This design comes from an exercise in tuning for small area on the open sky130 flow, not from production work. At most, simulation tests tie the RTL to the original design; equivalence was not proved. Only the layout flow was run in run 1; the RTL was not checked for function there. Power figures rest on the tool's default switching activity, not on a simulated workload.

--- flow/design.v ---
module pccpu(
	input clock, reset,
	input start, enable,
	input [15:0] d_datain, i_datain,
	input [3:0] select_y,
	output [7:0] i_addr,
	output [7:0] d_addr,
	output d_we,
	output [15:0] y,
	output [15:0] d_dataout
	);
	localparam [4:0] OP_LDIH = 5'b00001, OP_ADDI = 5'b00101, OP_SUBI = 5'b01101,
	                 OP_HALT = 5'b00110, OP_STALL1 = 5'b01001, OP_STALL2 = 5'b11001,
	                 OP_STORE = 5'b11010, OP_LOAD = 5'b11110, OP_NOP = 5'b10010,
	                 OP_CMP = 5'b11000, OP_JUMP = 5'b01011, OP_JMPR = 5'b00011,
	                 OP_BZ = 5'b11111, OP_BNZ = 5'b11011, OP_BN = 5'b00111,
	                 OP_BNN = 5'b01111, OP_BC = 5'b10011, OP_BNC = 5'b10111,
	                 OP_ADD = 5'b11100, OP_ADDC = 5'b00100, OP_SUB = 5'b01100,
	                 OP_SUBC = 5'b10100, OP_AND = 5'b01000, OP_OR = 5'b10000,
	                 OP_XOR = 5'b00000, OP_SLL = 5'b01010, OP_SLA = 5'b00010,
	                 OP_SRL = 5'b01110, OP_SRA = 5'b10110;
	reg state;
	reg [7:0] pc;
	reg [15:0] id_ir;
	reg [7:0] ex_ir, mem_ir;
	reg [2:0] wb_d;
	reg wb_we, wb_halt;
	reg [15:0] reg_A, reg_B, reg_C, reg_C1, smdr, smdr_1;
	reg zf, nf, cf, dw;
	reg ex_sub;
	reg [15:0] gr [0:7];
	reg [7:0] gv;
	wire run = state;
	wire [4:0] id_op = id_ir[15:11];
	wire [4:0] ex_op = ex_ir[7:3];
	wire [4:0] mem_op = mem_ir[7:3];
	wire [2:0] ex_d = ex_ir[2:0];
	wire [2:0] mem_d = mem_ir[2:0];
	always @(posedge clock or posedge reset)
		if (reset) state <= 1'b0;
		else if (!state) state <= enable & start;
		else state <= enable & ~wb_halt;
	wire id_branch = id_ir[12] & id_ir[11];
	wire id_load = (id_op == OP_LOAD);
	wire ld_haz = id_load & (({1'b0, id_ir[10:8]} == i_datain[3:0]) |
	                         ({1'b0, id_ir[10:8]} == i_datain[7:4]) |
	                         ({1'b1, id_ir[10:8]} == i_datain[11:8]));
	wire stall1 = (id_op == OP_STALL2) | ld_haz;
	reg taken;
	always @(*) begin
		if (mem_op[1:0] == 2'b11)
			case (mem_op[4:2])
				3'b111: taken = zf;
				3'b110: taken = ~zf;
				3'b001: taken = nf;
				3'b011: taken = ~nf;
				3'b100: taken = cf;
				3'b101: taken = ~cf;
				default: taken = 1'b1;
			endcase
		else
			taken = 1'b0;
	end
	always @(posedge clock or posedge reset)
		if (reset) begin
			id_ir <= 16'b1001_0000_0000_0000;
			pc <= 8'd0;
		end else if (run) begin
			if (id_branch)
				id_ir <= {OP_STALL2, 11'b0};
			else if (stall1)
				id_ir <= {OP_STALL1, 11'b0};
			else begin
				id_ir <= i_datain;
				pc <= taken ? reg_C[7:0] : pc + 8'd1;
			end
		end
	assign i_addr = pc;
	wire [2:0] ra = id_ir[11] ? id_ir[10:8] : id_ir[6:4];
	wire [2:0] rb = id_ir[2:0];
	wire [2:0] rs = id_ir[10:8];
	function [15:0] rd;
		input [2:0] a;
		input [7:0] v;
		input [127:0] f;
		integer i;
		begin
			rd = 16'd0;
			for (i = 0; i < 8; i = i + 1)
				rd = rd | ({16{(a == i) & v[i]}} & f[16*i +: 16]);
		end
	endfunction
	wire [127:0] grf = {gr[7], gr[6], gr[5], gr[4], gr[3], gr[2], gr[1], gr[0]};
	wire [15:0] gr_a = rd(ra, gv, grf);
	wire [15:0] gr_b = rd(rb, gv, grf);
	wire [15:0] gr_s = rd(rs, gv, grf);
	wire [15:0] ALUo;
	wire cout;
	wire ex_stall1 = (ex_op == OP_STALL1);
	wire ex_load = (ex_op == OP_LOAD);
	wire op_sub = ex_sub;
	wire op_add = (ex_op[1:0] == 2'b11) | ex_load | (ex_op == OP_STORE) | (ex_op == OP_LDIH) |
	              (ex_op == OP_ADDI) | (ex_op == OP_ADD) | (ex_op == OP_ADDC);
	wire use_cf = (ex_op == OP_ADDC) | (ex_op == OP_SUBC);
	wire cin = op_sub ^ (use_cf & cf);
	wire [15:0] bx = reg_B ^ {16{op_sub}};
	wire [15:0] pp = reg_A ^ bx;
	wire [15:0] gg = reg_A & bx;
	wire [10:0] cc;
	wire [16:10] c0, c1;
	assign cc[0] = cin;
	assign c0[10] = 1'b0;
	assign c1[10] = 1'b1;
	genvar gi;
	generate
		for (gi = 0; gi < 10; gi = gi + 1) begin : rca
			assign cc[gi + 1] = gg[gi] | (pp[gi] & cc[gi]);
		end
		for (gi = 10; gi < 16; gi = gi + 1) begin : csa
			assign c0[gi + 1] = gg[gi] | (pp[gi] & c0[gi]);
			assign c1[gi + 1] = gg[gi] | (pp[gi] & c1[gi]);
		end
	endgenerate
	wire [16:10] chi = cc[10] ? c1 : c0;
	wire [15:0] sum = pp ^ {chi[15:10], cc[9:0]};
	wire c16 = chi[16];
	wire op_shl = (ex_op == OP_SLL) | (ex_op == OP_SLA);
	wire op_shr = (ex_op == OP_SRL) | (ex_op == OP_SRA);
	wire big = |reg_B[15:4];
	function [15:0] rev16;
		input [15:0] x;
		integer i;
		begin
			for (i = 0; i < 16; i = i + 1) rev16[i] = x[15 - i];
		end
	endfunction
	wire [15:0] sh_in = op_shl ? rev16(reg_A) : reg_A;
	wire [15:0] sh_r = sh_in >> reg_B[3:0];
	wire sh_l = op_shl & ~big;
	wire sh_rr = op_shr & ~big;
	assign ALUo = ((op_add | op_sub) ? sum : 16'd0) |
	              (((ex_op == OP_AND) | (ex_op == OP_OR)) ? gg : 16'd0) |
	              (((ex_op == OP_XOR) | (ex_op == OP_OR)) ? pp : 16'd0) |
	              (sh_l ? rev16(sh_r) : 16'd0) |
	              (sh_rr ? sh_r : 16'd0);
	wire flag_wr = ex_op[0];
	wire cf_keep = ~(op_add | op_sub);
	assign cout = cf_keep ? cf : (c16 ^ op_sub);
	wire a_ex = (ex_d == ra);
	wire a_mem = (mem_d == ra);
	wire a_wb = (wb_d == ra);
	wire b_ex = (ex_d == rb);
	wire b_mem = (mem_d == rb);
	wire b_wb = (wb_d == rb);
	wire mem_load = (mem_op == OP_LOAD);
	wire a_fw = ~a_ex & (a_mem | a_wb);
	wire a_din = ex_stall1 & a_mem;
	wire a_c1 = id_ir[11] ? ex_load : a_wb;
	wire sa_alu = a_ex;
	wire sa_din = a_fw & a_din;
	wire sa_c1 = a_fw & ~a_din & a_c1;
	wire sa_c = a_fw & ~a_din & ~a_c1;
	wire sa_gr = ~a_ex & ~a_mem & ~a_wb;
	wire b_reg = (id_ir[4:3] == 2'b00);
	wire b_fw = ~b_ex & (b_mem | b_wb);
	wire sb_alu = b_reg & b_ex;
	wire sb_din = b_reg & b_fw & ex_stall1;
	wire sb_c1 = b_reg & b_fw & ~ex_stall1 & b_wb;
	wire sb_c = b_reg & b_fw & ~ex_stall1 & ~b_wb;
	wire sb_gr = b_reg & ~b_ex & ~b_mem & ~b_wb;
	wire id_ldih = (id_op == OP_LDIH);
	wire imm_hi = ~b_reg & id_ldih;
	wire imm_lo8 = ~b_reg & ~id_ldih & (id_branch | (id_op == OP_ADDI) | (id_op == OP_SUBI));
	wire imm_lo4 = ~b_reg & ~id_ldih;
	wire s_m = (mem_d == rs);
	wire ss_din = s_m & mem_load;
	wire ss_alu = s_m & ~mem_load;
	wire ss_gr = ~s_m;
	function [15:0] sel;
		input s;
		input [15:0] x;
		sel = {16{s}} & x;
	endfunction
	wire [15:0] a_nx = sel(sa_alu, ALUo) | sel(sa_din, d_datain) | sel(sa_c1, reg_C1) |
	                   sel(sa_c, reg_C) | rd(ra, gv & {8{sa_gr}}, grf);
	wire [15:0] b_nx = sel(sb_alu, ALUo) | sel(sb_din, d_datain) | sel(sb_c1, reg_C1) |
	                   sel(sb_c, reg_C) | rd(rb, gv & {8{sb_gr}}, grf) |
	                   {{8{imm_hi}} & id_ir[7:0], {4{imm_lo8}} & id_ir[7:4], {4{imm_lo4}} & id_ir[3:0]};
	wire [15:0] s_nx = sel(ss_din, d_datain) | sel(ss_alu, ALUo) | rd(rs, gv & {8{ss_gr}}, grf);
	always @(posedge clock or posedge reset)
		if (reset) begin
			ex_ir <= 8'b1001_0000;
			ex_sub <= 1'b0;
			reg_A <= 16'd0;
			reg_B <= 16'd0;
			smdr <= 16'd0;
		end else if (run) begin
			ex_ir <= id_ir[15:8];
			ex_sub <= (id_op == OP_SUB) | (id_op == OP_SUBI) | (id_op == OP_CMP) | (id_op == OP_SUBC);
			reg_A <= a_nx;
			reg_B <= b_nx;
			if (id_op == OP_STORE) smdr <= s_nx;
		end
	always @(posedge clock or posedge reset)
		if (reset) begin
			mem_ir <= 8'b1001_0000;
			reg_C <= 16'd0;
			zf <= 1'b0;
			nf <= 1'b0;
			cf <= 1'b0;
			dw <= 1'b0;
			smdr_1 <= 16'd0;
		end else if (run) begin
			mem_ir <= ex_ir;
			reg_C <= ALUo;
			if (flag_wr) begin
				zf <= (reg_C == 16'd0);
				nf <= reg_C[15];
				cf <= cout;
			end
			dw <= (ex_op == OP_STORE);
			if (ex_op == OP_STORE) smdr_1 <= smdr;
		end
	wire mem_nowr = (mem_op == OP_NOP) | (mem_op[1:0] == 2'b11) | (mem_op == OP_HALT) |
	                (mem_op == OP_STALL2) | (mem_op == OP_STALL1) | (mem_op == OP_STORE) |
	                (mem_op == OP_CMP);
	always @(posedge clock or posedge reset)
		if (reset) begin
			wb_d <= 3'd0;
			wb_we <= 1'b0;
			wb_halt <= 1'b0;
			reg_C1 <= 16'd0;
		end else if (run) begin
			wb_d <= mem_d;
			wb_we <= ~mem_nowr;
			wb_halt <= (mem_op == OP_HALT);
			reg_C1 <= mem_load ? d_datain : reg_C;
		end
	assign d_we = dw;
	assign d_dataout = smdr_1;
	assign d_addr = reg_C[7:0];
	wire wr = run & wb_we;
	always @(posedge clock or posedge reset)
		if (reset) gv <= 8'd0;
		else if (wr) gv[wb_d] <= 1'b1;
	integer k;
	always @(posedge clock)
		for (k = 0; k < 8; k = k + 1)
			if (wr && wb_d == k) gr[k] <= reg_C1;
	wire [15:0] sy = 16'd1 << select_y;
	wire sy_misc = sy[0] | sy[10] | sy[15];
	assign y = rd(select_y[2:0], gv & {sy[7:1], 1'b0}, grf) |
	           sel(sy[8], reg_A) | sel(sy[9], reg_B) | sel(sy[11], reg_C) |
	           sel(sy[12], reg_C1) | sel(sy[13], smdr) | sel(sy[14], id_ir) |
	           sel(sy_misc, {3'b000, dw, 2'b00, zf, nf, pc});
endmodule
--- flow/flow/run.sh ---
#!/bin/bash
# Own layout flow: the standard layout (standard.sh) with two changes.
#  1. Synthesis is the standard flow's own script (synth_recipe.tcl, which sources ORFS's synth.tcl),
#     except that ABC maps the logic with flow/abc_area.script, an area-oriented script,
#     in place of ORFS's delay-oriented one. Registers are untouched: ABC runs without -dff,
#     after dfflibmap, so register names and cells are those of the standard synthesis.
#  2. Port buffers are sky130_fd_sc_hd__buf_1 (every port still gets its own buffer).
# Each tool's full output goes to a log file of its own in this folder.
set -euo pipefail
W=$PWD

sed "s#log_cmd abc {\*}\$abc_args#log_cmd abc -script $W/flow/abc_area.script {*}[lrange \$abc_args 2 end]#" \
  "$FLOW_HOME/scripts/synth.tcl" > "$W/own_synth_main.tcl"
grep -q "flow/abc_area.script" "$W/own_synth_main.tcl"
sed "s#\$::env(SCRIPTS_DIR)/synth.tcl#$W/own_synth_main.tcl#" synth_recipe.tcl > "$W/own_synth.tcl"
grep -q "own_synth_main.tcl" "$W/own_synth.tcl"
sed "s#SYNTH_SCRIPT=[^ ]*#SYNTH_SCRIPT=$W/own_synth.tcl#" standard.sh > "$W/own_standard.sh"
grep -q "own_synth.tcl" "$W/own_standard.sh"

bash "$W/own_standard.sh" synth > "$W/synth.log" 2>&1
bash standard.sh "BUFFER_PORTS_ARGS=-buffer_cell sky130_fd_sc_hd__buf_1" finish > "$W/layout.log" 2>&1
test -s out/final.def
--- flow/flow/abc_area.script ---
&get -n
&st
&dch
&nf -R 1000 -p
&put
--- flow/standard.sh ---
#!/bin/bash
# synth_recipe.tcl (not shown) runs the flow's synth.tcl, then flattens the netlist and writes it again
# the make line also repeats each setting of config.mk as NAME=value (left out here)
make -C /OpenROAD-flow-scripts/flow DESIGN_CONFIG=/design/flow/config.mk WORK_HOME=/design/flow/orfs CLKGATE_MAP_FILE= SYNTH_SCRIPT=/design/flow/synth_recipe.tcl "${@:-finish}"
--- flow/config.mk ---
export PLATFORM = sky130hd
export DESIGN_NAME = pccpu
export DESIGN_NICKNAME = pccpu
export VERILOG_FILES = /design/flow/design.v
export SDC_FILE = /design/flow/constraint.sdc
export NUM_CORES = 4
export LEC_CHECK = 0
export CAP_MARGIN = 20
export CORE_MARGIN = 2
export CORE_UTILIZATION = 40
export SLEW_MARGIN = 20
--- flow/constraint.sdc ---
create_clock -name core_clock -period 8.0 [get_ports {clock}]
set_input_delay 1.6000 -clock core_clock [delete_from_list [all_inputs] [get_ports {clock}]]
set_output_delay 1.6000 -clock core_clock [all_outputs]
set_load 0.01 [all_outputs]
==> summary.txt, run 1 <==
status complete, no violations; P_int approximately 4200 uW; Post-DRT Antenna Nets 0; Clock Power Share 0.200; worst min path class reg -> reg; Antenna Cells 0; clock slew at reported path FFs ~0.06 ns; switching part of the total 0.476; Setup TNS Final 0 ns; Post-Synthesis Cells 1630; crit path DAT 7.92 ns; Netlist cell types between 50 and 60; Vias 16768; Initial Utilization 0.403; Num CTS Buffers 34; Synth area leader edfxtp_1; Site Rows between 70 and 80; crit share post-route 0.944; worst-case clock buffer depth 3; nets 1885; max-cap viol count 0; Most used DFF post-synth dfrtp_1; CTS tree done; Layout Skew 0.0237 ns; RSZ-0062 raised after global routing no; P&R area growth vs syn 17.4%; Flop pwr share 0.334; ys async rst share 0.548; Routed WL 77.4 mm; H-tree depth 2; Cell Pwr Density about 420 mW/mm^2; IO Count 89; Mapped Nets roughly 1700; Routed WL per cell about 33 um; most frequent cells in the layout nand2_1 (261), dfrtp_1 (148), a222oi_1 (134), edfxtp_1 (128), o21ai_0 (125); Die Y 206 um; final instance area 0.0192 sq mm; first-pass GRT wire length about 110 mm; port bufs between 80 and 90; Leak 0.00695 uW; crit path kind reg -> reg; Iter 0 DRT Violations 3867; DRC Markers 0; combinational share of power 0.466; EDFF count, synth 128; largest fanout on the critical path 3; Rel. slew slack 0.0949; Die ar. around 0.043 sq mm; synthesized flop and latch total about 280; Peak supply drop ~0.18 mV; post-DR vias/cell about 7.1; post-CTS sizing 0; Worst Setup End Kind flop; Sink Count 283; Core Area 0.0406 sq mm; share of the synthesized area in the top cell type 0.235; Slew @ Worst Pin about 1.4 ns; initial antenna violation count 3; startpoint type of the worst setup path flop; Remaining Overflow, GRT 0; Post-CTS Setup Repair Bufs 0; vias in the first global route about 16000; syn_area_per_cell around 10 sq um; Root Buffer clkbuf_16; Critical Path RT about 8.4 ns; fmax between 100 and 150 MHz; most common cell after layout, fill and taps aside nand2_1; gr usage total 0.361; Final GP Congestion about 0.97; DP HPWL between 50 and 60 mm; Final Max Slew Viols 0; Synth area leaders edfxtp_1 (23%), dfrtp_1 (23%), a222oi_1 (8.2%); layout cell share with drive strength beyond 1 0.0920; final setup vio count 0; cell area after synthesis ~0.016 sq mm; min Tclk post-route 7.55 ns; Syn. warnings 2; Seq/Total Area, Yosys 0.472; pin count of the biggest net entering global routing between 100 and 150; Worst-Skew Late Latency between 0.5 and 0.6 ns; hold buffers post-CTS 0; DIE WIDTH approximately 210 um; Placed Instance Area around 0.018 sq mm; P_sw ~3800 uW; DRT Pass-1 Iters 12; Hold Vio Cnt, Final 0; reg2reg setup slack 0.45 ns
area by class of cell:
class / count / area [sq um]
Fill cell: 3795 / 21400
Multi-Input combinational cell: 1277 / 8610
Sequential cell: 283 / 7730
Clock buffer: 43 / 915
Timing Repair Buffer: 152 / 823
Tap cell: 532 / 666
Inverter: 62 / 238
Clock inverter: 19 / 223
synthesized netlist by cell type (14+ instances only):
cell type  number
nand2_1       261
dfrtp_1       149
a222oi_1      134
edfxtp_1      128
o21ai_0       127
nor2_1        112
a22oi_1        84
clkinv_1       62
a21oi_1        60
nand3_1        51
a221oi_1       39
a31oi_1        34
xor2_1         33
mux2_1         27
nor3_1         26
nand4_1        25
ha_1           24
a22o_1         23
and3_1         22
xnor2_1        21
mux2i_1        18
o221ai_1       17
nor4_1         14
registers in the layout, summed over array words and instances, names as in the netlist, 3 cells and up:
name and cells:
wb_d 3, id_ir 16, ex_ir 8, mem_ir 8, gr 128, reg_B 16, smdr_1 16, reg_C 16
reg_A 16, smdr 16, pc 8, reg_C1 16, gv 8
kinds of logic (layout without fill, tap and decap cells):
logic type,after synthesis,after routing,share of synthesized area
muxes,46,46,0.0310
xor gates and xnor gates,54,54,0.0289
buffers and inverters,70,276,0.0179
DFF,283,283,0.472
adders and majority gates,35,35,0.0318
AOI/OAI and AO/OA,569,569,0.258
and+or+nand+nor,573,573,0.160
per-layer routing:
layer / vias to the layer above / GRT usage / wire, um
met4: 2 / 0.194 / 4780
li1: 6956 / - / -
met1: 8088 / 0.479 / 29700
met3: 361 / 0.130 / 10800
met5: - / 0 / 13
met2: 1361 / 0.512 / 32100
power groups by stage:
stage | clock (uW) | combinational (uW) | sequential (uW)
finish | 1600 | 3710 | 2670
global route | 1680 | 3980 | 2690
CTS | 1620 | 3570 | 2620
detailed placement | 0 | 3550 | 2650
global placement | 0 | 3520 | 2640
floorplan | 0 | 2130 | 2440
worst max-delay path, stage by stage, from the launching register on:
cell and delay, ns:
dfrtp_1 0.35, clkinv_1 0.08, nor2_1 0.15, nand3_1 0.16, xnor2_1 0.18, fa_1 0.43, fa_2 0.39, fa_1 0.43
fa_1 0.43, fa_1 0.43, fa_1 0.43, fa_1 0.43, fa_1 0.45, fa_2 0.39, fa_2 0.40, nor2_1 0.10
a21oi_1 0.07, a21oi_2 0.19, nor2b_1 0.08, o21a_1 0.19, o21ai_1 0.15, nand2b_1 0.10, fa_1 0.45, a222oi_1 0.34
a21boi_2 0.20, o21ai_0 0.13, nand2_1 0.14, o221ai_1 0.12
final timing paths:
kind | start | end | cells past startpoint
worst max register to register | ex_ir[5] | reg_A[15] | 27
max in group asynchronous | reset | reg_C1[2] | 3
worst max-delay path | ex_ir[5] | reg_A[15] | 27
worst min register to register | smdr_1[15] | smdr_1[15] | 1
min in group asynchronous | reset | state | 2
worst min-delay path | smdr_1[15] | smdr_1[15] | 1
per-stage QoR:
| stage | setup slack [ns] | instances | power, uW | util | hold slack (ns) |
|---|---|---|---|---|---|
| 2_1_floorplan | 0.346 | 1630 | 4580 | - | 0.464 |
| 3_3_place_gp | 0.258 | 2306 | 6150 | 0.444 | 0.472 |
| 3_5_place_dp | 0.157 | 2306 | 6200 | 0.444 | 0.479 |
| 4_1_cts | 0.143 | 2368 | 7810 | 0.472 | 0.492 |
| 5_1_grt | 0.0512 | 2368 | 8350 | 0.473 | 0.509 |
| 6_report | 0.445 | 2368 | 7980 | 0.473 | 0.487 |
==> run 2: changes to the inputs <==
--- a/flow/design.v
+++ b/flow/design.v
@@ -29,4 +29,5 @@
 	reg zf, nf, cf, dw;
 	reg ex_sub;
+	reg abv, sv;
 	reg [15:0] gr [0:7];
 	reg [7:0] gv;
@@ -62,4 +63,9 @@
 			taken = 1'b0;
 	end
+	reg [7:0] pc_inc;
+	integer pi;
+	always @(*)
+		for (pi = 0; pi < 8; pi = pi + 1)
+			pc_inc[pi] = pc[pi] ^ (&(pc | ~((8'd1 << pi) - 8'd1)));
 	always @(posedge clock or posedge reset)
 		if (reset) begin
@@ -73,5 +79,5 @@
 			else begin
 				id_ir <= i_datain;
-				pc <= taken ? reg_C[7:0] : pc + 8'd1;
+				pc <= taken ? reg_C[7:0] : pc_inc;
 			end
 		end
@@ -188,17 +194,21 @@
 	                   {{8{imm_hi}} & id_ir[7:0], {4{imm_lo8}} & id_ir[7:4], {4{imm_lo4}} & id_ir[3:0]};
 	wire [15:0] s_nx = sel(ss_din, d_datain) | sel(ss_alu, ALUo) | rd(rs, gv & {8{ss_gr}}, grf);
-	always @(posedge clock or posedge reset)
-		if (reset) begin
-			ex_ir <= 8'b1001_0000;
-			ex_sub <= 1'b0;
-			reg_A <= 16'd0;
-			reg_B <= 16'd0;
-			smdr <= 16'd0;
-		end else if (run) begin
-			ex_ir <= id_ir[15:8];
-			ex_sub <= (id_op == OP_SUB) | (id_op == OP_SUBI) | (id_op == OP_CMP) | (id_op == OP_SUBC);
+	always @(posedge clock)
+		if (run) begin
 			reg_A <= a_nx;
 			reg_B <= b_nx;
 			if (id_op == OP_STORE) smdr <= s_nx;
+		end
+	always @(posedge clock or posedge reset)
+		if (reset) begin
+			ex_ir <= 8'b1001_0000;
+			ex_sub <= 1'b0;
+			abv <= 1'b0;
+			sv <= 1'b0;
+		end else if (run) begin
+			ex_ir <= id_ir[15:8];
+			ex_sub <= (id_op == OP_SUB) | (id_op == OP_SUBI) | (id_op == OP_CMP) | (id_op == OP_SUBC);
+			abv <= 1'b1;
+			if (id_op == OP_STORE) sv <= 1'b1;
 		end
 	always @(posedge clock or posedge reset)
@@ -230,11 +240,11 @@
 			wb_we <= 1'b0;
 			wb_halt <= 1'b0;
-			reg_C1 <= 16'd0;
 		end else if (run) begin
 			wb_d <= mem_d;
 			wb_we <= ~mem_nowr;
 			wb_halt <= (mem_op == OP_HALT);
-			reg_C1 <= mem_load ? d_datain : reg_C;
-		end
+		end
+	always @(posedge clock)
+		if (run) reg_C1 <= mem_load ? d_datain : reg_C;
 	assign d_we = dw;
 	assign d_dataout = smdr_1;
@@ -251,6 +261,6 @@
 	wire sy_misc = sy[0] | sy[10] | sy[15];
 	assign y = rd(select_y[2:0], gv & {sy[7:1], 1'b0}, grf) |
-	           sel(sy[8], reg_A) | sel(sy[9], reg_B) | sel(sy[11], reg_C) |
-	           sel(sy[12], reg_C1) | sel(sy[13], smdr) | sel(sy[14], id_ir) |
+	           sel(sy[8] & abv, reg_A) | sel(sy[9] & abv, reg_B) | sel(sy[11], reg_C) |
+	           sel(sy[12] & abv, reg_C1) | sel(sy[13] & sv, smdr) | sel(sy[14], id_ir) |
 	           sel(sy_misc, {3'b000, dw, 2'b00, zf, nf, pc});
 endmodule
==> run 2 against run 1 <==
Net effect: largest cell class is now sequential cells; sequential share of layout area rose by 2.8 points; final area fell by 2.1%; clock-buffer cell count fell by 3; critical path depth did not move; first-iteration DRC count rose by 0.34%; critical endpoint is now reg_A[15]; global-route usage fell by 1.7 points; register-to-register slack barely moved; maximum frequency barely moved; sequential power rose by 3%; sequential cell count rose by 2; power rose by 6.8%; die area fell by 1.1%.
==> summary.txt, run 2 <==
Syn. warnings 2 (unchanged); Synth area leaders edfxtp_1 (36%), dfrtp_1 (13%), a222oi_1 (9.7%); P_sw 4010 uW (+5.7%); layout cell share with drive strength beyond 1 0.0986 (+0.00655); Synth top cells by count edfxtp_1 (192), nand2_1 (185), a222oi_1 (156); DIE WIDTH 205 um (-0.57%); Initial Utilization 0.406 (+0.00351); final instance area 0.0188 sq mm (-2.1%); most common cell after layout, fill and taps aside edfxtp_1; Mapped Nets 1523 (-11%); Final Max Slew Viols 0 (unchanged); Reg-to-Reg End reg_A[15]; Placed Instance Area 0.0177 sq mm (-2.2%); Die ar. 0.0420 sq mm (-1.1%); WL met3 10.5 mm (-2.3%); fill count 3763 (-0.84%); Clock Power Share 0.179 (-0.021); post-DR vias/cell 7.22 (+2.0%); Routed WL per cell 33.8 um (+3.4%); Seq/Total Area, Yosys 0.501 (+0.0285); count leader, synth edfxtp_1; Peak supply drop 0.177 mV (-3.7%); Max Used Layer met5; largest fanout on the critical path 2 (-1); Layout Skew 0.0214 ns (-0.00223 ns); Slew @ Worst Pin 1.27 ns (-0.0865 ns); Final GP Congestion 0.990 (+2.5%); worst-case clock buffer depth 3 (unchanged); worst min path class reg -> reg; DRT Pass-1 Iters 14 (+2); critical path endpoint reg_A[15]; switching part of the total 0.471 (-0.00526); met2 wire len 30.8 mm (-4.2%); Flop pwr share 0.324 (-0.010); EDFF count, synth 192 (+50%); reg2reg setup slack 0.44 ns (about the same); ys async rst share 0.326 (-0.221); final setup vio count 0 (unchanged); CTS tree done; DP HPWL 49.4 mm (-2.4%); Top reg by flops gr; clock slew at reported path FFs 0.07 ns (about the same); Post-DRT Antenna Nets 0 (unchanged); vias in the first global route 15002 (-3.4%); max-cap viol count 0 (unchanged); fmax 132 MHz (about the same); gr usage total 0.344 (-0.0166); Die Y 205 um (-0.57%); Synth area leader edfxtp_1; startpoint type of the worst setup path flop; Netlist cell types 56 (-1.8%); Num CTS Buffers 31 (-8.8%); Worst Setup End Kind flop; pin count of the biggest net entering global routing 76 (-49%); Critical Path RT 8.33 ns (-0.04 ns); CP startpoint ex_ir[6]; cell area after synthesis 0.0162 sq mm (-1.2%); Setup TNS Final 0 ns (unchanged); Most used DFF post-synth edfxtp_1; first-pass GRT wire length 104 mm (-4.9%); min Tclk post-route 7.56 ns (+0.00418 ns); P_int 4510 uW (+7.9%); synthesized flop and latch total 285 (+0.71%); Worst R2R Path Depth 27 (unchanged); WL met1 27.2 mm (-8.7%); status complete, no violations; H-tree depth 1 (-1); Site Rows 73 (-1.4%); crit share post-route 0.945 (about the same); RSZ-0062 raised after global routing no; Core Area 0.0398 sq mm (-2.0%); Iter 0 DRT Violations 3880 (+0.34%); port bufs 88 (unchanged); Root Buffer clkbuf_16; P&R area growth vs syn 16.3%; share of the synthesized area in the top cell type 0.357 (+0.122); max reg flops 128 (unchanged); combinational share of power 0.497 (+0.031); Remaining Overflow, GRT 0 (unchanged); Post-Synthesis Cells 1445 (-11%); Hold Vio Cnt, Final 0 (unchanged); DRC Markers 0 (unchanged); reg2reg start ex_ir[6]; syn_area_per_cell 11.2 sq um (+11%); Worst-Skew Late Latency 0.60 ns (+0.03 ns); Cell Pwr Density 453 mW/mm^2 (+9.1%); crit path kind reg -> reg; Rel. slew slack 0.153 (+0.0584); nets 1697 (-10%); Sink Count 285 (+0.71%); Routed WL 73.4 mm (-5.2%); crit path DAT 7.89 ns (-0.03 ns); most frequent cells in the layout edfxtp_1 (192), nand2_1 (185), a222oi_1 (156), o21ai_0 (93), buf_1 (88); Vias 15678 (-6.5%); initial antenna violation count 4 (+1); Leak 0.00669 uW (-3.8%); IO Count 89 (unchanged)
==> run 2: changes by cell type in the layout (fill, tap and decap cells not counted), sizes merged, moves of 10 or more <==
cell    previous run  this run
mux2              27        56
o21ai            127        95
and4              12        25
nand2            261       185
a31oi             34         3
and3              22        39
edfxtp           128       192
nor2             112        77
a222oi           134       156
o221ai            17         0
dfrtp            149        87
clkinv            71        32
nor3              26        16
==> run 2: cell families after synthesis <==
| family | share of synthesized area |
|---|---|
| DFF | 0.501 |
| xor gates and xnor gates | 0.0282 |
| and+or+nand+nor | 0.143 |
| AOI/OAI and AO/OA | 0.229 |
| adders and majority gates | 0.0345 |
| buffers and inverters | 0.0104 |
| muxes | 0.0540 |
==> run 2: through the flow <==
| stage | instances | total power, uW | utilization | worst slack (ns) | hold WS, ns |
|---|---|---|---|---|---|
| final | 2171 | 8520 | 0.472 | 0.441 | 0.479 |
| after CTS | 2167 | 8250 | 0.471 | 0.00510 | 0.483 |
| after detailed placement | 2110 | 6690 | 0.443 | -0.109 | 0.459 |
| after floorplan | 1445 | 4940 | - | 0.191 | 0.435 |
| after global placement | 2110 | 6640 | 0.443 | -0.0218 | 0.457 |
| after global routing | 2170 | 8910 | 0.472 | 0.0296 | 0.516 |
==> run 2: timing repair <==
action	4_1_cts	5_1_grt
setup buffers	0	1
hold buffers	0	0
hold endpoints to repair	0	0
pin swaps	0	5
gates resized for setup	3	15
endpoints found under the setup margin	3	4
cloned	0	0
==> run 2: worst min path at each step <==
| stage | from | to | slack (ns) | depth (start not counted) |
|---|---|---|---|---|
| after CTS | sv | sv | 0.48 | 1 |
| after floorplan | sv | sv | 0.44 | 1 |
| after detailed placement | sv | sv | 0.46 | 1 |
| after global routing | smdr_1[13] | smdr_1[13] | 0.52 | 1 |
| final | sv | sv | 0.48 | 1 |
| after global placement | sv | sv | 0.46 | 1 |
==> run 2: metal layers <==
metal  global-route usage  vias up
li1                     -     6407
met1                0.439     7586
met2                0.509     1317
met3                0.130      362
met4                0.175        6
met5              0.00833        -
==> run 2: cell type report <==
| cell class | instances | area [sq um] | area share |
|---|---|---|---|
| diodes | 3 | 7.51 | 0.000399 |
| flip-flops and latches | 285 | 8100 | 0.431 |
| well taps | 525 | 657 | 0.0349 |
| inverters | 29 | 111 | 0.00592 |
| multi-input cells | 1123 | 8060 | 0.429 |
| clock inverters | 17 | 198 | 0.0105 |
| repair buffers | 149 | 788 | 0.0419 |
| clock buffers | 40 | 881 | 0.0468 |
==> run 2: critical path, stage by stage (launching register included) <==
cell and delay, ns:
dfrtp_1 0.37, nand2b_1 0.17, nor3_2 0.13, nand2_1 0.09, xnor2_1 0.15, fa_2 0.38
fa_2 0.40, fa_2 0.38, fa_2 0.37, fa_2 0.37, fa_2 0.38, fa_1 0.43
fa_2 0.38, fa_1 0.43, fa_2 0.43, nor2_4 0.13, a21oi_4 0.04, a21oi_2 0.18
nor2b_2 0.07, o21a_1 0.19, o21ai_1 0.15, nand2b_1 0.10, fa_1 0.45, a222oi_1 0.33
o21ai_1 0.09, o21bai_2 0.23, a222oi_1 0.34, nand3_1 0.11
==> run 2: power groups by stage <==
stage                     Sequential [uW]  Combinational [uW]  Clock (uW)
after floorplan                      2540                2400           0
after global placement               2740                3900           0
after detailed placement             2740                3950           0
after CTS                            2720                3990        1540
after global routing                 2780                4520        1600
final                                2760                4230        1530
==> run 3: changes to the inputs <==
--- a/flow/flow/run.sh
+++ b/flow/flow/run.sh
@@ -1,4 +1,4 @@
 #!/bin/bash
-# Own layout flow: the standard layout (standard.sh) with two changes.
+# Own layout flow: the standard layout (standard.sh) with these changes.
 #  1. Synthesis is the standard flow's own script (synth_recipe.tcl, which sources ORFS's synth.tcl),
 #     except that ABC maps the logic with flow/abc_area.script, an area-oriented script,
@@ -6,7 +6,9 @@
 #     after dfflibmap, so register names and cells are those of the standard synthesis.
 #  2. Port buffers are sky130_fd_sc_hd__buf_1 (every port still gets its own buffer).
+#  3. Clock tree: larger sink clusters, driven by clkbuf_16, without dummy loads.
 # Each tool's full output goes to a log file of its own in this folder.
 set -euo pipefail
 W=$PWD
+CLUSTER="${CLUSTER:-20 -sink_clustering_max_diameter 80}"
 
 sed "s#log_cmd abc {\*}\$abc_args#log_cmd abc -script $W/flow/abc_area.script {*}[lrange \$abc_args 2 end]#" \
@@ -19,4 +21,6 @@
 
 bash "$W/own_standard.sh" synth > "$W/synth.log" 2>&1
-bash standard.sh "BUFFER_PORTS_ARGS=-buffer_cell sky130_fd_sc_hd__buf_1" finish > "$W/layout.log" 2>&1
+bash standard.sh "BUFFER_PORTS_ARGS=-buffer_cell sky130_fd_sc_hd__buf_1" \
+  "CTS_ARGS=-sink_clustering_enable -repair_clock_nets -sink_clustering_size $CLUSTER -buf_list sky130_fd_sc_hd__clkbuf_16 -dont_use_dummy_load" \
+  finish > "$W/layout.log" 2>&1
 test -s out/final.def
==> flow/flow/abc_area.script (replaced) <==
&get -n
&st
&dc2
&dch -f
&nf -R 1000 -p -C 32 -F 8 -A 4
&put
--- a/flow/config.mk
+++ b/flow/config.mk
@@ -8,4 +8,4 @@
 export CAP_MARGIN = 20
 export CORE_MARGIN = 2
-export CORE_UTILIZATION = 40
+export CORE_UTILIZATION = 45
 export SLEW_MARGIN = 20
==> run 3 against run 2 <==
Net effect: synthesized cell count down 6.2%; global-route usage rose by 6.3 points; highest routed layer unchanged; synthesized area is 1.2% lower; die area down 12%.
==> summary.txt, run 3 <==
Rel. slew slack 0.0794 (-0.0740); Die Y 192 um (-6.2%); DP Worst Slack 0.0146 ns (+0.124 ns); Cell Pwr Density 432 mW/mm^2 (-4.7%); Top reg by flops gr; EDFF count, synth 192 (unchanged); DRC Markers 0 (unchanged); IO Count 89 (unchanged); H-tree depth 1 (unchanged); Remaining Overflow, GRT 0 (unchanged); most used cell, CP fa_2; most frequent cells in the layout edfxtp_1 (192), a222oi_1 (154), nand2_1 (91), buf_1 (88), dfrtp_1 (86); Initial Utilization 0.454 (+0.0475); Netlist cell types 56 (unchanged); Vias 15920 (+1.5%); Iter 0 DRT Violations 4383 (+13%); worst-case clock buffer depth 3 (unchanged); Worst-Skew Late Latency 0.55 ns (-0.05 ns); Sink Count 285 (unchanged); Post-CTS Setup Repair Bufs 0 (unchanged); Die ar. 0.0370 sq mm (-12%); RSZ-0062 raised after global routing no; Synth top cells by count edfxtp_1 (192), a222oi_1 (154), nand2_1 (91); Leak 0.00634 uW (-5.2%); count leader, synth edfxtp_1; P&R area growth vs syn 12.6%; Slowest cell on crit path fa_1; clock slew at reported path FFs 0.08 ns (about the same); vias in the first global route 14884 (-0.79%); largest fanout on the critical path 4 (+2); DIE WIDTH 192 um (-6.2%); Final GP Congestion 1.02 (+3.0%); cell area after synthesis 0.0160 sq mm (-1.2%); gr usage total 0.407 (+0.0627); Worst path max stage delay 0.46 ns (about the same); Hold Vio Cnt, Final 0 (unchanged); Synth area leaders edfxtp_1 (36%), dfrtp_1 (14%), a222oi_1 (9.6%); initial antenna violation count 2 (-2); startpoint type of the worst setup path flop; hold buffers post-CTS 0 (unchanged); fmax 130 MHz (-1.4%); port bufs 88 (unchanged); DP HPWL 48.0 mm (-2.7%); final setup vio count 0 (unchanged); max reg flops 128 (unchanged); min Tclk post-route 7.67 ns (+0.111 ns); Routed WL 76.0 mm (+3.6%); first-pass GRT wire length 107 mm (+2.7%); CTS tree done; Layout Skew 0.0632 ns (+0.0418 ns); Antenna Cells 0 (-3); Critical Path RT 8.27 ns (-0.06 ns); setup ws final 0.330 ns (-0.111 ns); Post-Synthesis Cells 1356 (-6.2%); delay-heaviest family, CP adder cells; Peak supply drop 0.201 mV (+13%); post-DR vias/cell 8.05 (+12%); crit path kind reg -> reg; pin count of the biggest net entering global routing 54 (-29%); Final Max Slew Viols 0 (unchanged); total power 7780 uW (-8.8%); Site Rows 69 (-5.5%); most common cell after layout, fill and taps aside edfxtp_1; max-cap viol count 0 (unchanged); crit path buf inv count 1 (+1); ys async rst share 0.326 (unchanged); Mapped Nets 1434 (-5.8%); Routed WL per cell 38.5 um (+14%); Core Area 0.0352 sq mm (-12%); Post-DRT Antenna Nets 0 (unchanged); Seq/Total Area, Yosys 0.507 (+0.00612); DRT Pass-1 Iters 12 (-2); Root Buffer clkbuf_16; Num CTS Buffers 19 (-39%); crit path DAT 7.94 ns (+0.05 ns); Worst Setup End Kind flop; Syn. warnings 2 (unchanged); Synth area leader edfxtp_1; share of the synthesized area in the top cell type 0.361 (+0.00436); status complete, no violations; Slew @ Worst Pin 1.38 ns (+0.111 ns); syn_area_per_cell 11.8 sq um (+5.3%); crit share post-route 0.959 (+0.0138); synthesized flop and latch total 285 (unchanged); layout cell share with drive strength beyond 1 0.0851 (-0.0135); nets 1596 (-6.0%); worst min path class reg -> reg; Most used DFF post-synth edfxtp_1; Setup TNS Final 0 ns (unchanged)
## run 3: cell types whose count changed after synthesis, moves of 9 or more
cell	delta
nand2_1	-94
a22o_1	+34
a22oi_1	-29
o21ai_0	-23
a221oi_1	+18
and4_1	-16
o2111ai_1	+13
nand3_1	-11
a21oi_1	+10
nor2b_1	-9
o221a_1	+9
## run 3: per-stage QoR
step,instance area (sq um),util,instances,hold WS [ns]
4_1_cts,17900,0.509,1976,0.490
2_1_floorplan,16000,-,1356,0.441
6_report,18000,0.511,1977,0.489
3_5_place_dp,17500,0.496,1957,0.467
5_1_grt,18000,0.511,1977,0.510
3_3_place_gp,17500,0.496,1957,0.464
## run 3: path summary, 6_finish.rpt
kind                             from         end  slack [ns]  depth (start not counted)
hold reg to reg            smdr_1[14]  smdr_1[14]        0.49                          1
max in group asynchronous       reset    reg_C[2]        5.66                          3
setup / recovery             ex_ir[5]    smdr[15]        0.33                         25
hold / removal             smdr_1[14]  smdr_1[14]        0.49                          1
setup reg to reg             ex_ir[5]    smdr[15]        0.33                         25
min in group asynchronous       reset       state        1.15                          2
## run 3: cell type report
class / instances / area (sq um)
multi-input combinational: 1027 / 7900
sequential: 285 / 8100
timing repair buffer: 149 / 796
fill: 3182 / 17200
inverter: 36 / 138
tap: 461 / 577
clock buffer: 19 / 475
## run 3: power breakdown
part | internal [uW] | switching (uW) | leakage, uW
clock network | 422 | 499 | 0.000234
registers | 2060 | 710 | 0.00289
logic | 1480 | 2600 | 0.00321
## run 3: metal layers
metal	vias to the layer above	part of all wire	global-route usage
met1	7590	0.36	0.540
met2	1674	0.39	0.563
li1	6195	-	-
met4	4	0.073	0.204
met3	457	0.17	0.176
met5	-	0.00036	0.00549
## run 3: repair_timing
action	in CTS	in global routing
pin swaps	0	2
endpoints found under the setup margin	3	4
resized for setup	1	9
## run 3: logic make-up (layout without fill, tap and decap cells)
family,count (synthesis),count (layout),synth area share
buffers and inverters,44,204,0.0122
XOR/XNOR,50,50,0.0274
AND/OR/NAND/NOR,350,350,0.111
multiplexers,70,70,0.0484
AO/OA/AOI/OAI,519,519,0.259
flip-flops,285,285,0.507
adder cells (fa/ha/maj),38,38,0.0349
==> run 4: changes to the inputs <==
--- a/flow/config.mk
+++ b/flow/config.mk
@@ -6,6 +6,6 @@
 export NUM_CORES = 4
 export LEC_CHECK = 0
-export CAP_MARGIN = 20
+export CAP_MARGIN = 0
 export CORE_MARGIN = 2
 export CORE_UTILIZATION = 45
-export SLEW_MARGIN = 20
+export SLEW_MARGIN = 0
==> run 4 against run 3 <==
Net effect: synthesized cell count did not move; sequential power hardly changed; still clean; largest power group unchanged; synthesized area unchanged.
==> summary.txt, run 4 <==
fmax 131 MHz (+0.53%); RSZ-0062 raised after global routing no; crit share post-route 0.954 (-0.00505); Sink Count 285 (unchanged); post-DR vias/cell 8.02 (-0.39%); Cell Pwr Density 433 mW/mm^2 (+0.13%); setup ws final 0.371 ns (+0.0404 ns); pin count of the biggest net entering global routing 54 (unchanged); Peak supply drop 0.201 mV (+0.14%); Flop pwr share 0.356 (about the same); H-tree depth 1 (unchanged); status complete, no violations; DRT Pass-1 Iters 15 (+3); DP Worst Slack 0.0146 ns (unchanged); startpoint type of the worst setup path flop; crit path DAT 7.91 ns (-0.03 ns); port bufs 88 (unchanged); Clock Power Share 0.119 (about the same); Iter 0 DRT Violations 4260 (-2.8%); worst min path class reg -> reg; Rel. slew slack 0.0390 (-0.0404); Hold Vio Cnt, Final 0 (unchanged); P_int 3960 uW (about the same); DRC Markers 0 (unchanged); first-pass GRT wire length 107 mm (unchanged); Initial Utilization 0.454 (unchanged); Slew @ Worst Pin 1.44 ns (+0.0605 ns); ys async rst share 0.326 (unchanged); Routed WL per cell 38.5 um (+0.19%); most frequent cells in the layout edfxtp_1 (192), a222oi_1 (154), nand2_1 (91), buf_1 (88), dfrtp_1 (86); largest fanout on the critical path 4 (unchanged); Num CTS Buffers 19 (unchanged); Syn. warnings 2 (unchanged); synthesized flop and latch total 285 (unchanged); clock slew at reported path FFs 0.08 ns (about the same); combinational share of power 0.525 (about the same); Root Buffer clkbuf_16; Synth area leaders edfxtp_1 (36%), dfrtp_1 (14%), a222oi_1 (9.6%); fill count 3181 (-0.031%); count leader, synth edfxtp_1; worst-case clock buffer depth 3 (unchanged); P&R area growth vs syn 12.5%; max-cap viol count 0 (unchanged); Critical Path RT 8.28 ns (about the same); most common cell after layout, fill and taps aside edfxtp_1; final setup vio count 0 (unchanged); Die Y 192 um (unchanged); initial antenna violation count 2 (unchanged); min Tclk post-route 7.63 ns (-0.0404 ns); gr usage total 0.407 (unchanged); Post-DRT Antenna Nets 0 (unchanged); Remaining Overflow, GRT 0 (unchanged); syn_area_per_cell 11.8 sq um (unchanged); Layout Skew 0.0633 ns (+0.0000947 ns); Synth area leader edfxtp_1; final core occ 0.510 (-0.000604); Die ar. 0.0370 sq mm (unchanged); share of the synthesized area in the top cell type 0.361 (unchanged); Top reg by flops gr; P_sw 3810 uW (about the same); Routed WL 76.2 mm (+0.19%); Final Max Slew Viols 0 (unchanged); DP HPWL 48.0 mm (unchanged); crit path kind reg -> reg; switching part of the total 0.490 (about the same); hold buffers post-CTS 0 (unchanged); CTS tree done; Setup TNS Final 0 ns (unchanged); Post-Synthesis Cells 1356 (unchanged); vias in the first global route 14884 (unchanged); total power 7780 uW (about the same); IO Count 89 (unchanged); EDFF count, synth 192 (unchanged); max reg flops 128 (unchanged); Netlist cell types 56 (unchanged); Core Area 0.0352 sq mm (unchanged); DIE WIDTH 192 um (unchanged); Final GP Congestion 1.02 (unchanged); Site Rows 69 (unchanged); Worst-Skew Late Latency 0.55 ns (about the same); Vias 15858 (-0.39%); nets 1595 (-0.063%); Seq/Total Area, Yosys 0.507 (unchanged); Most used DFF post-synth edfxtp_1; Mapped Nets 1434 (unchanged); layout cell share with drive strength beyond 1 0.0818 (-0.00324); Worst Setup End Kind flop; cell area after synthesis 0.0160 sq mm (unchanged); Synth top cells by count edfxtp_1 (192), a222oi_1 (154), nand2_1 (91); Leak 0.00633 uW (-0.11%)
==> run 4: cell counts after synthesis <==
Identical to the previous run, type by type.
==> run 4: cells by family after synthesis <==
family,Yosys count,share of synthesized area
buffers and inverters,44,0.0122
muxes,70,0.0484
adders and majority gates,38,0.0349
xor gates and xnor gates,50,0.0274
and+or+nand+nor,350,0.111
AOI/OAI and AO/OA,519,0.259
DFF,285,0.507
==> run 4: power by group through the flow <==
stage               Clock (uW)  Combinational (uW)  Sequential (uW)
finish                     922                4080             2770
global route               976                4290             2780
CTS                        932                3830             2720
detailed placement           0                3820             2750
global placement             0                3760             2740
floorplan                    0                2340             2510
==> run 4: per-layer routing <==
metal,vias to the layer above,track usage,part of all wire
met5,-,0.00549,0.00017
met4,2,0.204,0.073
met3,497,0.176,0.17
met2,1590,0.563,0.39
met1,7583,0.540,0.37
li1,6186,-,-
==> run 4: final timing paths <==
path | from | end | slack [ns] | depth (start not counted)
worst min-delay path | abv | abv | 0.49 | 1
worst min register to register | abv | abv | 0.49 | 1
worst max-delay path | ex_ir[5] | smdr[15] | 0.37 | 25
min in group asynchronous | reset | state | 1.14 | 2
max in group asynchronous | reset | reg_C[2] | 5.66 | 3
worst max register to register | ex_ir[5] | smdr[15] | 0.37 | 25
==> run 4: critical path, cell delays in order, from the launching register on <==
cell and delay, ns:
dfrtp_1 0.36, clkinv_1 0.09, nor2_2 0.14, nand4_1 0.14
xnor2_2 0.18, fa_2 0.39, fa_2 0.39, fa_2 0.38
fa_2 0.37, fa_2 0.37, fa_1 0.42, fa_1 0.43
fa_2 0.37, fa_1 0.42, fa_1 0.42, or2_0 0.25
a31oi_2 0.24, nor2b_1 0.09, o21a_1 0.21, o21a_1 0.18
or2_0 0.24, fa_1 0.46, a222oi_1 0.40, o221ai_2 0.21
nand2_1 0.11, nand4_1 0.09
==> run 4: layout make-up <==
cell class / instances / area, sq um / area share
sequential: 285 / 8100 / 0.451
multi-input combinational: 1027 / 7890 / 0.439
timing repair buffer: 148 / 781 / 0.0434
tap: 461 / 577 / 0.0321
clock buffer: 19 / 475 / 0.0265
inverter: 36 / 138 / 0.00766
antenna: 1 / 2.50 / 0.000139
==> run 4: per-stage QoR <==
stage               hold WS, ns  instances  cell area (sq um)
detailed placement        0.467       1957              17500
floorplan                 0.441       1356              16000
global route              0.510       1976              18000
CTS                       0.490       1976              17900
global placement          0.464       1957              17500
finish                    0.486       1977              18000
==> run 4: repair_timing <==
action / in CTS / in global routing
setup endpoints to repair: 3 / 4
pin swaps: 0 / 2
hold endpoints to repair: 0 / 0
resized for setup: 1 / 9
cloned: 0 / 0
buffers inserted: 0 / 0
==> run 5: changes to the inputs <==
--- a/flow/flow/run.sh
+++ b/flow/flow/run.sh
@@ -5,4 +5,6 @@
 #     in place of ORFS's delay-oriented one. Registers are untouched: ABC runs without -dff,
 #     after dfflibmap, so register names and cells are those of the standard synthesis.
+#     ORFS's adder step (extract_fa, which maps full and half adders to fa/ha cells that
+#     ABC cannot optimise through) is skipped: ABC maps the adders with the rest.
 #  2. Port buffers are sky130_fd_sc_hd__buf_1 (every port still gets its own buffer).
 #  3. Clock tree: larger sink clusters, driven by clkbuf_16, without dummy loads.
@@ -20,5 +22,5 @@
 grep -q "own_synth.tcl" "$W/own_standard.sh"
 
-bash "$W/own_standard.sh" synth > "$W/synth.log" 2>&1
+bash "$W/own_standard.sh" ADDER_MAP_FILE= synth > "$W/synth.log" 2>&1
 bash standard.sh "BUFFER_PORTS_ARGS=-buffer_cell sky130_fd_sc_hd__buf_1" \
   "CTS_ARGS=-sink_clustering_enable -repair_clock_nets -sink_clustering_size $CLUSTER -buf_list sky130_fd_sc_hd__clkbuf_16 -dont_use_dummy_load" \
==> run 5 against run 4 <==
Net effect: highest routed layer unchanged; non-clock buffer count shrank 8; largest power group unchanged; critical endpoint is now smdr[14]; now fails the layout checks on max-capacitance violations, max-slew violations; critical path depth shrank 6; power shrank 1.3%; worst hold slack gained 0.0031 ns; via count grew 0.57%; global-route usage grew 0.73 points.
==> summary.txt, run 5 <==
status failed layout checks; Layout Check Fails max-capacitance violations, max-slew violations; Top reg by flops gr; Core Area 0.0345 sq mm (-1.9%); CTS tree done; startpoint type of the worst setup path flop; nets 1614 (+1.2%); Mapped Nets 1459 (+1.7%); DRC Markers 0 (unchanged); largest fanout on the critical path 19 (+15); worst hold slack 0.489 ns (+0.00306 ns); initial antenna violation count 2 (unchanged); Post-DRT Antenna Nets 0 (unchanged); RSZ-0062 raised after global routing no; fill count 3141 (-1.3%); final setup vio count 0 (unchanged); Seq/Total Area, Yosys 0.513 (+0.00546); Worst-Skew Late Latency 0.55 ns (about the same); gr usage total 0.414 (+0.00734); Antenna Cells 0 (-1); vias in the first global route 15076 (+1.3%); Vias 15948 (+0.57%); Initial Utilization 0.458 (+0.00401); Root Buffer clkbuf_16; max reg flops 128 (unchanged); Die ar. 0.0366 sq mm (-1.0%); Final GP Congestion 1.02 (-0.12%); crit path kind reg -> reg; Netlist cell types 56 (unchanged); Num CTS Buffers 21 (+2); DP HPWL 47.4 mm (-1.4%); cell area after synthesis 0.0158 sq mm (-1.1%); clock slew at reported path FFs 0.08 ns (about the same); port bufs 88 (unchanged); Slew @ Worst Pin 1.54 ns (+0.0991 ns); H-tree depth 1 (unchanged); Most used DFF post-synth edfxtp_1; Routed WL 76.3 mm (+0.17%); syn_area_per_cell 11.1 sq um (-5.5%); first-pass GRT wire length 108 mm (+1.2%); most frequent cells in the layout edfxtp_1 (192), a222oi_1 (174), nand2_1 (116), a21oi_1 (98), buf_1 (88); Die Y 191 um (-0.52%); crit path DAT 6.61 ns (-1.30 ns); Iter 0 DRT Violations 3906 (-8.3%); Final Max Slew Viols 26 (+26); post-CTS sizing 0 (-1); Routed WL per cell 37.7 um (-2.3%); Site Rows 68 (-1.4%); fmax 158 MHz (+21%); Peak supply drop 0.225 mV (+12%); Post-Synthesis Cells 1419 (+4.6%); hold buffers post-CTS 0 (unchanged); pin count of the biggest net entering global routing 60 (+11%); Syn. warnings 2 (unchanged); worst-case clock buffer depth 3 (unchanged); Worst Setup End Kind flop; share of the synthesized area in the top cell type 0.365 (+0.00389); crit share post-route 0.790 (-0.163); Critical Path RT 8.29 ns (about the same); ys async rst share 0.326 (unchanged); Synth area leader edfxtp_1; Synth top cells by count edfxtp_1 (192), a222oi_1 (174), nand2_1 (116); Remaining Overflow, GRT 0 (unchanged); Cell Pwr Density 432 mW/mm^2 (-0.11%); max-cap viol count 4 (+4); worst min path class reg -> reg; synthesized flop and latch total 285 (unchanged); Synth area leaders edfxtp_1 (36%), dfrtp_1 (14%), a222oi_1 (11%); Rel. slew slack -0.0341 (-0.0731); P&R area growth vs syn 12.4%; layout cell share with drive strength beyond 1 0.0693 (-0.0125); most common cell after layout, fill and taps aside edfxtp_1; Hold Vio Cnt, Final 0 (unchanged); Layout Skew 0.0756 ns (+0.0123 ns); register area 0.00810 sq mm (unchanged); count leader, synth edfxtp_1; Leak 0.00598 uW (-5.5%); post-DR vias/cell 7.87 (-1.9%); IO Count 89 (unchanged); min Tclk post-route 6.32 ns (-1.31 ns); EDFF count, synth 192 (unchanged); area occupied by multi-input gates 0.00769 sq mm (-2.6%); DRT Pass-1 Iters 14 (-1); DIE WIDTH 191 um (-0.52%); Post-CTS Setup Repair Bufs 0 (unchanged); Setup TNS Final 0 ns (unchanged); Sink Count 285 (unchanged)
## run 5: cell types whose count changed after synthesis, sizes merged, moves of 10 or more
cell | previous run | this run
a21o | 13 | 3
a21oi | 64 | 98
a221oi | 51 | 20
a222oi | 154 | 174
a22o | 49 | 12
fa | 11 | 0
ha | 27 | 0
nand2 | 91 | 116
nor2 | 71 | 95
or2 | 6 | 16
xnor2 | 23 | 34
## run 5: layer usage
layer,global-route usage,vias up,wire length [um]
met5,0.00962,-,24
met4,0.208,2,5600
met3,0.161,447,12200
met2,0.588,1543,31000
met1,0.548,7607,27500
li1,-,6349,-
## run 5: worst paths after layout
path | start | to | depth (start not counted) | slack [ns]
min | sv | sv | 1 | 0.49
min reg2reg | sv | sv | 1 | 0.49
min in group asynchronous | reset | smdr_1[2] | 2 | 1.13
max reg2reg | ex_sub | smdr[14] | 19 | 1.68
max | ex_sub | smdr[14] | 19 | 1.68
max in group asynchronous | reset | reg_C[12] | 3 | 5.61
## run 5: cell families after synthesis
family,Yosys count,share of synthesized area
flops,285,0.513
fa+ha+maj,5,0.00317
xor+xnor,67,0.0371
mux,68,0.0468
compound gates,526,0.255
simple gates,421,0.132
buf+inv,47,0.0131
## run 5: area by class of cell
cell class,instances,share of cell area
clock buffers,21,0.0296
inverters,39,0.00838
multi-input cells,1087,0.433
flip-flops and latches,285,0.456
well taps,455,0.0321
repair buffers,140,0.0406
## run 5: critical path, stage by stage (launching register included)
cell	delay, ns
dfrtp_1	0.99
clkinv_1	0.28
xnor2_1	0.30
o21ai_0	0.17
maj3_1	0.42
maj3_1	0.37
nand2_1	0.11
a21o_1	0.16
a21o_1	0.15
a21o_1	0.14
nand2_1	0.09
maj3_1	0.40
maj3_1	0.41
maj3_1	0.52
nor2_1	0.16
a21oi_1	0.06
xor2_1	0.16
a2111oi_1	0.88
o21a_1	0.24
nand3_1	0.08
## run 5: where the power goes
part	internal [uW]	leakage, uW	switching (uW)
clock network	465	0.000259	518
logic	1340	0.00285	2520
registers	2070	0.00287	762
total	3880	0.00598	3800
## run 5: stage by stage
step	total power [uW]	utilization	std cells	worst slack [ns]	instance area, sq um
global placement	6410	0.499	2006	1.64	17200
detailed placement	6450	0.499	2006	1.42	17200
floorplan	4820	-	1419	2.41	15800
finish	7680	0.514	2027	1.68	17800
CTS	7440	0.514	2027	1.44	17800
global route	7950	0.514	2027	1.17	17800
==> run 6: changes to the inputs <==
--- a/flow/config.mk
+++ b/flow/config.mk
@@ -6,6 +6,6 @@
 export NUM_CORES = 4
 export LEC_CHECK = 0
-export CAP_MARGIN = 0
+export CAP_MARGIN = 20
 export CORE_MARGIN = 2
 export CORE_UTILIZATION = 45
-export SLEW_MARGIN = 0
+export SLEW_MARGIN = 20
==> run 6 against run 5 <==
Net effect: now clean on timing, DRC and antenna; sequential power barely moved; clock power barely moved; synthesized area did not move; clock skew fell by 0.024 ns; synthesized cell count did not move; critical path type unchanged; largest cell class unchanged.
==> summary.txt, run 6 <==
worst min path class reg -> reg; Core Area 0.0345 sq mm (unchanged); port bufs 88 (unchanged); Synth area leaders edfxtp_1 (36%), dfrtp_1 (14%), a222oi_1 (11%); Routed WL per cell 37.7 um (+0.19%); IO Count 89 (unchanged); status complete, no violations; Remaining Overflow, GRT 0 (unchanged); Setup TNS Final 0 ns (unchanged); Post-Synthesis Cells 1419 (unchanged); final core occ 0.515 (+0.000978); Site Rows 68 (unchanged); share of the synthesized area in the top cell type 0.365 (unchanged); crit path DAT 6.38 ns (-0.23 ns); H-tree depth 1 (unchanged); reg2reg start ex_sub; max-cap viol count 0 (-4); Vias 16126 (+1.1%); hold buffers post-CTS 0 (unchanged); most common cell after layout, fill and taps aside edfxtp_1; Top reg by flops gr; CTS tree done; fmax 164 MHz (+3.9%); Cell Pwr Density 434 mW/mm^2 (+0.49%); synthesized flop and latch total 285 (unchanged); Post-CTS Setup Repair Bufs 0 (unchanged); DIE WIDTH 191 um (unchanged); Num CTS Buffers 21 (unchanged); ys async rst share 0.326 (unchanged); Critical Path RT 8.29 ns (about the same); EDFF count, synth 192 (unchanged); first-pass GRT wire length 108 mm (about the same); Root Buffer clkbuf_16; cell area after synthesis 0.0158 sq mm (unchanged); most frequent cells in the layout edfxtp_1 (192), a222oi_1 (174), nand2_1 (116), a21oi_1 (98), buf_1 (88); Worst Hold Launch wb_halt; P&R area growth vs syn 12.6%; crit share post-route 0.761 (-0.0297); clock slew at reported path FFs 0.08 ns (about the same); DP HPWL 47.4 mm (about the same); post-DR vias/cell 7.94 (+0.92%); Final Max Slew Viols 0 (-100%); Die Y 191 um (unchanged); Routed WL 76.6 mm (+0.39%); Peak supply drop 0.211 mV (-6.4%); Worst Setup End Kind flop; Iter 0 DRT Violations 4445 (+14%); initial antenna violation count 4 (+2); Synth area leader edfxtp_1; post-CTS sizing 0 (unchanged); nets 1615 (+0.062%); CP startpoint ex_sub; Post-DRT Antenna Nets 0 (unchanged); Layout Skew 0.0517 ns (-0.0239 ns); vias in the first global route 15150 (+0.49%); Synth top cells by count edfxtp_1 (192), a222oi_1 (174), nand2_1 (116); crit path kind reg -> reg; Seq/Total Area, Yosys 0.513 (unchanged); post-route insts no fill 2031 (+0.20%); layout cell share with drive strength beyond 1 0.0750 (+0.00568); count leader, synth edfxtp_1; Worst-Skew Late Latency 0.56 ns (about the same); gr usage total 0.415 (+0.000811); DRC Markers 0 (unchanged); Initial Utilization 0.458 (unchanged); Leak 0.00599 uW (about the same); DRT Pass-1 Iters 17 (+3); Mapped Nets 1459 (unchanged); Final GP Congestion 1.02 (unchanged); Netlist cell types 56 (unchanged); syn_area_per_cell 11.1 sq um (unchanged); largest fanout on the critical path 19 (unchanged); min Tclk post-route 6.09 ns (-0.238 ns); Syn. warnings 2 (unchanged); startpoint type of the worst setup path flop; RSZ-0062 raised after global routing no; pin count of the biggest net entering global routing 60 (unchanged); final setup vio count 0 (unchanged); Slew @ Worst Pin 1.42 ns (-0.123 ns); Sink Count 285 (unchanged); max reg flops 128 (unchanged); Hold Vio Cnt, Final 0 (unchanged); worst-case clock buffer depth 3 (unchanged); Rel. slew slack 0.0546 (+0.0887); Placed Instances 2006 (unchanged); Most used DFF post-synth edfxtp_1; worst hold slack 0.485 ns (-0.00414 ns); Die ar. 0.0366 sq mm (unchanged)
## run 6: power by group
group          internal, uW  total (uW)  switching, uW
Sequential             2070        2840            769
Combinational          1360        3880           2530
Clock                   465        1010            544
Total                  3890        7730           3840
## run 6: kinds of logic after synthesis
kind of cell / after synthesis / synth area share
AO/OA/AOI/OAI: 526 / 0.255
XOR/XNOR: 67 / 0.0371
adder cells (fa/ha/maj): 5 / 0.00317
buffers and inverters: 47 / 0.0131
flip-flops: 285 / 0.513
multiplexers: 68 / 0.0468
AND/OR/NAND/NOR: 421 / 0.132
## run 6: layout make-up
cell class	count	area, sq um
clock buffer	21	526
tap	455	569
fill	3189	16700
multi-input combinational	1087	7710
antenna	3	7.51
sequential	285	8100
timing repair buffer	141	728
inverter	39	149
## run 6: critical path: stages, from the launching register on
cell       delay (ns)
dfrtp_1          0.99
xor2_1           0.22
xnor2_1          0.31
o21ai_0          0.21
maj3_1           0.42
maj3_1           0.38
nand2_1          0.11
a21o_1           0.17
a21o_1           0.16
a21o_1           0.14
nand2_1          0.09
maj3_1           0.39
maj3_1           0.41
maj3_1           0.52
nor2_1           0.15
a21oi_1          0.06
xor2_1           0.17
a2111oi_2        0.64
o21a_1           0.22
nand3_1          0.09
## run 6: worst paths after layout
check | to | depth (start not counted) | slack, ns
worst max-delay path | smdr[14] | 19 | 1.91
worst min-delay path | wb_halt | 1 | 0.48
worst max register to register | smdr[14] | 19 | 1.91
worst min register to register | wb_halt | 1 | 0.48
max in group asynchronous | reg_C[12] | 3 | 5.65
min in group asynchronous | smdr_1[2] | 2 | 1.12
## run 6: per-layer routing
layer | GRT usage | wire (um) | vias to the layer above
met5 | 0 | 0 | -
met4 | 0.218 | 5800 | 0
met3 | 0.163 | 12600 | 482
met2 | 0.584 | 30800 | 1595
met1 | 0.550 | 27400 | 7692
li1 | - | - | 6357
## run 6: metrics by stage
step	power (uW)	setup WS (ns)	instance area, sq um
6_report	7730	1.91	17800
3_3_place_gp	6410	1.64	17200
5_1_grt	7990	1.43	17800
2_1_floorplan	4820	2.41	15800
3_5_place_dp	6460	1.37	17200
4_1_cts	7440	1.41	17800
==> run 7: changes to the inputs <==
--- a/flow/config.mk
+++ b/flow/config.mk
@@ -8,4 +8,4 @@
 export CAP_MARGIN = 20
 export CORE_MARGIN = 2
-export CORE_UTILIZATION = 45
+export CORE_UTILIZATION = 40
 export SLEW_MARGIN = 20
==> run 7 against run 6 <==
Net effect: via count is 0.89% lower; register-to-register slack worse by 0.12 ns; critical path type unchanged; worst hold slack better by 0.0040 ns; sequential cell count stayed put; maximum frequency is 1.9% lower; global-route usage is 5.0 points lower; final area is 0.85% higher; first-iteration DRC count is 11% lower; critical path depth is 1 higher; critical endpoint unchanged; largest cell class unchanged.
==> summary.txt, run 7 <==
status complete, no violations; Leak 0.00602 uW (+0.60%); Routed WL 76.7 mm (about the same); DP HPWL 48.3 mm (+2.0%); gr usage total 0.365 (-0.0501); Sink Count 285 (unchanged); Worst-Skew Late Latency 0.58 ns (+0.02 ns); pin count of the biggest net entering global routing 78 (+30%); most frequent cells in the layout edfxtp_1 (192), a222oi_1 (174), nand2_1 (116), a21oi_1 (98), buf_1 (88); vias in the first global route 15070 (-0.53%); largest fanout on the critical path 19 (unchanged); EDFF count, synth 192 (unchanged); Worst path max stage delay 1.00 ns (about the same); cell area after synthesis 0.0158 sq mm (unchanged); Cell Pwr Density 432 mW/mm^2 (-0.55%); count leader, synth edfxtp_1; worst-case clock buffer depth 3 (unchanged); reg2reg start ex_sub; Root Buffer clkbuf_16; CTS tree done; Peak supply drop 0.214 mV (+1.6%); WHS Path Cells 1 (unchanged); Post-CTS Setup Repair Bufs 0 (unchanged); Syn. warnings 2 (unchanged); crit path kind reg -> reg; crit path DAT 6.50 ns (+0.12 ns); RSZ-0062 raised after global routing no; Synth area leader edfxtp_1; CP startpoint ex_sub; Slew @ Worst Pin 1.31 ns (-0.110 ns); syn_area_per_cell 11.1 sq um (unchanged); Initial Utilization 0.407 (-0.0505); most used cell, CP maj3_1; Remaining Overflow, GRT 0 (unchanged); port bufs 88 (unchanged); synthesized flop and latch total 285 (unchanged); Core Area 0.0388 sq mm (+12%); nets 1619 (+0.25%); Antenna Cells 0 (-3); max-cap viol count 0 (unchanged); Site Rows 72 (+5.9%); Seq/Total Area, Yosys 0.513 (unchanged); crit share post-route 0.775 (+0.0145); first-pass GRT wire length 109 mm (+0.43%); Worst Setup End Kind flop; Routed WL per cell 36.6 um (-3.0%); Setup TNS Final 0 ns (unchanged); hold buffers post-CTS 0 (unchanged); DRC Markers 0 (unchanged); DIE WIDTH 203 um (+5.9%); Final GP Congestion 1.00 (-1.6%); final setup vio count 0 (unchanged); Rel. slew slack 0.128 (+0.0732); Num CTS Buffers 22 (+4.8%); H-tree depth 1 (unchanged); Vias 15983 (-0.89%); post-DR vias/cell 7.63 (-3.9%); Placed Instance Area 0.0173 sq mm (+0.64%); reg2reg setup slack 1.80 ns (-0.12 ns); Hold Vio Cnt, Final 0 (unchanged); fmax 161 MHz (-1.9%); Synth top cells by count edfxtp_1 (192), a222oi_1 (174), nand2_1 (116); worst min path class reg -> reg; Iter 0 DRT Violations 3976 (-11%); Critical Path RT 8.30 ns (about the same); IO Count 89 (unchanged); Worst Hold Path EP abv; Die ar. 0.0411 sq mm (+12%); Netlist cell types 56 (unchanged); final instance area 0.0179 sq mm (+0.85%); ys async rst share 0.326 (unchanged)
[run 7: worst max path at each step]
stage | to | slack [ns] | cells past startpoint
final | smdr[14] | 1.80 | 20
after global placement | smdr[14] | 2.21 | 20
after detailed placement | smdr[14] | 1.94 | 20
after floorplan | smdr[14] | 2.41 | 19
after global routing | smdr[14] | 1.50 | 20
after CTS | smdr[14] | 1.87 | 20
[run 7: cell families after synthesis]
| kind of cell | synth area share |
|---|---|
| mux | 0.0468 |
| flops | 0.513 |
| buf+inv | 0.0131 |
| xor+xnor | 0.0371 |
| fa+ha+maj | 0.00317 |
| simple gates | 0.132 |
| compound gates | 0.255 |
[run 7: per-stage QoR]
| stage | utilization | total power [uW] | hold slack (ns) | instances | worst slack [ns] |
|---|---|---|---|---|---|
| floorplan | - | 4820 | 0.441 | 1419 | 2.41 |
| global route | 0.462 | 8020 | 0.508 | 2095 | 1.50 |
| global placement | 0.447 | 6450 | 0.466 | 2071 | 2.21 |
| detailed placement | 0.447 | 6490 | 0.466 | 2071 | 1.94 |
| finish | 0.462 | 7750 | 0.489 | 2095 | 1.80 |
| CTS | 0.461 | 7500 | 0.490 | 2093 | 1.87 |
[run 7: layout make-up]
type,instances,area [sq um]
inverter,39,149
multi-input combinational,1087,7730
fill,3599,20900
clock buffer,22,551
sequential,285,8100
timing repair buffer,144,766
tap,518,648
[run 7: layer usage]
metal / routed length [um] / vias up / global-route usage
met1: 28300 / 7721 / 0.487
met4: 5220 / 2 / 0.192
li1: - / 6359 / -
met5: 13 / - / 0
met3: 11900 / 393 / 0.130
met2: 31300 / 1508 / 0.520
[run 7: critical path, delay by kind of cell, from the launching register on]
family	cells	cell delay (ns)
adder cells (fa/ha/maj)	5	2.13
AO/OA/AOI/OAI	7	1.40
flip-flops	1	1.00
XOR/XNOR	3	0.73
AND/OR/NAND/NOR	4	0.43
buffers and inverters	1	0.24
[run 7: power breakdown]
group | switching, uW | internal [uW]
combinational | 2510 | 1370
sequential | 784 | 2070
clock | 532 | 485
total | 3830 | 3930

[afterwards: timing with drivers on the ports]
The flow's constraints put no driver on any port. The routed layouts listed below were extracted and timed again, unchanged, in two steps.
Step 1, drivers: a clkbuf_16 drives clock and a buf_2 each remaining input, both assumed.
Step 2 times the ports against the registers' clock, not the clock port: input delays grow and output delays shrink by t, the midpoint of the rising clock arrivals with the driver on.
Slacks: no drivers / after step 1 / after step 2; pairs: no drivers / after step 1.
| run | shift t [ns] | slack for setup (ns) |
|---|---|---|
| run 1 | 0.610 | 0.445 / 0.445 / 0.445 |
| run 2 | 0.645 | 0.441 / 0.441 / 0.441 |
| run 3 | 0.569 | 0.330 / 0.330 / 0.330 |
| run 4 | 0.568 | 0.371 / 0.371 / 0.371 |
| run 5 | 0.570 | 1.677 / 1.677 / 1.677 |
| run 6 | 0.592 | 1.915 / 1.915 / 1.915 |
| run 7 | 0.605 | 1.799 / 1.799 / 1.799 |
